This design comes from an exercise in tuning for small area and a short achievable clock period on the open sky130 flow, not from production work. Only simulation tests tie the RTL to the original design; equivalence was not proved.

## try-quartz
==> flow/design.v <==
module shifter #(
  parameter int AMOUNT = 1
) (
  input  logic [15:0] shift_in,
  output logic [15:0] shift_out
);
  assign shift_out = (shift_in << AMOUNT) | (shift_in >> (16 - AMOUNT));
endmodule
module round (
  input  logic [15:0] x_in, w_in, k1, k2,
  output logic [15:0] x_out, w_out
);
  logic [15:0] a1, a2, a8, x1, b1, b2, b8;
  shifter #(1) A1 (x_in, a1);
  shifter #(8) A8 (x_in, a8);
  shifter #(2) A2 (x_in, a2);
  assign x1 = (a1 & a8) ^ (a2 ^ w_in);
  shifter #(1) B1 (x1, b1);
  shifter #(8) B8 (x1, b8);
  shifter #(2) B2 (x1, b2);
  assign x_out = (b1 & b8) ^ (b2 ^ (x_in ^ k1));
  assign w_out = x1 ^ k2;
endmodule
module key_gen (
  input  logic [63:0] key_in,
  input  logic        z0, z1,
  output logic [63:0] key_out
);
  logic [15:0] p, k1, k2, k3, k4, k5, pn, c0, c1, bc0;
  logic [15:0] k2r1, k3r1, k3r3, k3r4, k3r6, k3r8, pr3, pr4, c0r3, c0r4;
  assign p  = key_in[15:0];
  assign k1 = key_in[31:16];
  assign k2 = key_in[47:32];
  assign k3 = key_in[63:48];
  assign c0 = {14'h3fff, 1'b0, z0};
  assign c1 = {14'h3fff, 1'b0, z1};
  shifter #(15) R2a (k2, k2r1);      
  shifter #(15) R3a (k3, k3r1);      
  shifter #(13) R3b (k3, k3r3);      
  shifter #(12) R3c (k3, k3r4);      
  shifter #(10) R3d (k3, k3r6);      
  shifter #(8)  R3e (k3, k3r8);      
  shifter #(13) RPa (p, pr3);        
  shifter #(12) RPb (p, pr4);        
  shifter #(13) RCa (c0, c0r3);      
  shifter #(12) RCb (c0, c0r4);      
  assign bc0 = c0r3 ^ c0r4;
  assign k4 = p ^ (k3r3 ^ k3r4) ^ c0;
  assign k5 = (k1 ^ (k2 ^ k2r1)) ^ ((pr3 ^ pr4) ^ (k3r6 ^ k3r8)) ^ bc0 ^ c1;
  assign pn = k2 ^ k3 ^ k3r1;
  assign key_out = {k5, k4, k3, pn};
endmodule
module simon32_64 (
	input  logic clk, reset,
	input  logic in_valid,
	output logic in_ready,
	input  logic [31:0] plaintext,
	input  logic [63:0] key,
	output logic out_valid,
	output logic [31:0] ciphertext
);
	localparam logic [2:0] A_FIRST = 3'b110;
	localparam logic [3:0] B_LAST  = 4'b1101;
	logic [15:0] xa, wa, xb, wb;
	logic [63:0] ka, kb;
	logic [2:0]  ca, ca_next;
	logic [3:0]  cb, cb_next;
	logic        va, free_b, last_b;
	logic [15:0] xab, wab, xba, wba;
	logic [63:0] kab, kba;
	always_comb begin
		case (ca)
			3'b110:  cb_next = 4'b1100;
			3'b100:  cb_next = 4'b1000;
			3'b000:  cb_next = 4'b1001;
			3'b010:  cb_next = 4'b0100;
			3'b011:  cb_next = 4'b1010;
			3'b001:  cb_next = 4'b0101;
			3'b111:  cb_next = 4'b0000;
			default: cb_next = 4'b1101;
		endcase
		case (cb)
			4'b1100: ca_next = 3'b100;
			4'b1000: ca_next = 3'b000;
			4'b1001: ca_next = 3'b010;
			4'b0100: ca_next = 3'b011;
			4'b1010: ca_next = 3'b001;
			4'b0101: ca_next = 3'b111;
			default: ca_next = 3'b101;
		endcase
	end
	assign last_b = (cb == B_LAST);
	round   rab (xa, wa, ka[31:16], ka[47:32], xab, wab);
	key_gen gab (ka, ca[2], ca[1], kab);
	round   rba (xb, wb, kb[31:16], kb[47:32] & {16{!last_b}}, xba, wba);
	key_gen gba (kb, cb[3], cb[2], kba);
	always_ff @(posedge clk) begin
		xb <= xab;
		wb <= wab;
		kb <= kab;
		cb <= cb_next;
		if (free_b) begin
			xa <= plaintext[31:16];
			wa <= plaintext[15:0] ^ key[15:0];
			ka <= {key[63:16], key[15:0] ^ key[31:16] ^ {key[16], key[31:17]}};
			ca <= A_FIRST;
		end else begin
			xa <= xba;
			wa <= wba;
			ka <= kba;
			ca <= ca_next;
		end
	end
	always_ff @(posedge clk) begin
		if (reset) begin
			va        <= 1'b0;
			free_b    <= 1'b1;
			out_valid <= 1'b0;
		end else begin
			va        <= free_b ? in_valid : !last_b;
			free_b    <= !va;
			out_valid <= !free_b && last_b;
		end
	end
	assign in_ready   = free_b;
	assign ciphertext = {xa, wa};
endmodule
==> flow/config.mk <==
export PLATFORM = sky130hd
export DESIGN_NAME = simon32_64
export DESIGN_NICKNAME = simon32_64
export VERILOG_FILES = /design/flow/design.v
export SDC_FILE = /design/flow/constraint.sdc
export NUM_CORES = 4
export LEC_CHECK = 0
export CAP_MARGIN = 20
export CORE_MARGIN = 2
export CORE_UTILIZATION = 40
export CTS_CLUSTER_DIAMETER = 100
export CTS_CLUSTER_SIZE = 25
export SETUP_SLACK_MARGIN = 1.1
export SLEW_MARGIN = 20
==> flow/constraint.sdc <==
create_clock -name core_clock -period 2.5 [get_ports {clk}]
set_input_delay 0.5000 -clock core_clock [delete_from_list [all_inputs] [get_ports {clk}]]
set_output_delay 0.5000 -clock core_clock [all_outputs]
set_load 0.01 [all_outputs]
standard.sh (not shown) runs the stock make flow with config.mk's settings and CLKGATE_MAP_FILE= SYNTH_SCRIPT=/design/flow/synth_recipe.tcl, a recipe that flattens the netlist after the stock synthesis.
==> flow/flow/run.sh <==
#!/bin/bash
# Standard layout (the standard.sh) with two changes:
#  - the port buffers are plain buffers instead of the delay cells that
#    buffer_ports picks by default;
#  - the slow cells listed in flow/dont_use.txt are added to the platform's
#    don't-use list, so that synthesis maps the XOR-heavy logic onto faster
#    two-input gates.
set -euo pipefail
export BUFFER_PORTS_ARGS="-buffer_cell sky130_fd_sc_hd__buf_2"
plat=$(make -s -C "$FLOW_HOME" DESIGN_CONFIG="$PWD/config.mk" WORK_HOME="$PWD/orfs" \
  print-DONT_USE_CELLS 2> print_dont_use.log | sed -n 's/^DONT_USE_CELLS: //p')
extra=$(grep -v '^#' flow/dont_use.txt | tr '\n' ' ')
echo "platform: $plat" > dont_use.log
echo "added: $extra" >> dont_use.log
bash standard.sh "DONT_USE_CELLS=$plat $extra" finish > standard_finish.log 2>&1
==> flow/flow/dont_use.txt <==
# slow cells kept out of synthesis and repair
sky130_fd_sc_hd__xor3_1
sky130_fd_sc_hd__xor3_2
sky130_fd_sc_hd__xor3_4
sky130_fd_sc_hd__xnor3_1
sky130_fd_sc_hd__xnor3_2
sky130_fd_sc_hd__xnor3_4
sky130_fd_sc_hd__or4_1
sky130_fd_sc_hd__or4_2
sky130_fd_sc_hd__or4_4
sky130_fd_sc_hd__nor4_1
sky130_fd_sc_hd__nor4_2
sky130_fd_sc_hd__nor4_4
sky130_fd_sc_hd__and4_1
sky130_fd_sc_hd__and4_2
sky130_fd_sc_hd__and4_4
sky130_fd_sc_hd__nand4_1
sky130_fd_sc_hd__nand4_2
sky130_fd_sc_hd__nand4_4
sky130_fd_sc_hd__or4b_1
sky130_fd_sc_hd__or4bb_1
sky130_fd_sc_hd__nor4b_1
sky130_fd_sc_hd__nor4bb_1
sky130_fd_sc_hd__or3_1
sky130_fd_sc_hd__or3b_1
sky130_fd_sc_hd__nor3_1
try-quartz: all stages complete, timing, DRC and antenna checks passed
### try-quartz -> try-onyx
# try-quartz
export LEC_CHECK = 0
export CAP_MARGIN = 20
export CORE_MARGIN = 2
export CORE_UTILIZATION = 40
export CTS_CLUSTER_DIAMETER = 100
export CTS_CLUSTER_SIZE = 25
export SETUP_SLACK_MARGIN = 1.1
export SLEW_MARGIN = 20
create_clock -name core_clock -period 2.5 [get_ports {clk}]
# try-onyx
export LEC_CHECK = 0
export CAP_MARGIN = 20
export CORE_MARGIN = 2
export CORE_UTILIZATION = 55
export CTS_CLUSTER_DIAMETER = 100
export CTS_CLUSTER_SIZE = 25
export SETUP_SLACK_MARGIN = 0.9
export SLEW_MARGIN = 20
create_clock -name core_clock -period 2.5 [get_ports {clk}]
Findings:
Vias after detailed routing, try-onyx vs try-quartz: down by a little under 10%
Post-CTS repair timing setup buffer count in try-onyx is 63 lower than in try-quartz
try-quartz has a lower global-route usage than try-onyx.
[compare] base=try-quartz new=try-onyx: critical path depth roughly the same, instance count after placement with tap cells included moved down.
Compared with try-quartz, in try-onyx half-perimeter wire length after placement down 4.5%, sequential portion of the cell area up 4.2 points, simple-gate share of the synthesized area flat.

what the ideal ports hide:
The results above use ideal ports. As a check the final layouts listed here were re-extracted and re-timed, cells and wires unchanged.
Step 1 assumes that a clkbuf_16 drives the clock port and a buf_2 every other input.
Step 2 moves the port delays by t, midway between the first and last clock arrival at a register: inputs arrive t later, outputs are due t later. That takes back most of the time a late clock gives input paths.
a / b / c = ideal / step 1 / step 2; a / b = the first two.
run	t, ns	setup slack, ns	worst register clock-pin slew, ns	worst slew at a driven data input, ns
try-quartz	0.523	0.973 / 0.927 / 0.984	0.11 / 0.11	0.05
try-onyx	0.524	0.925 / 0.879 / 0.927	0.11 / 0.11	0.05
After both steps setup and hold are still met in every run listed.
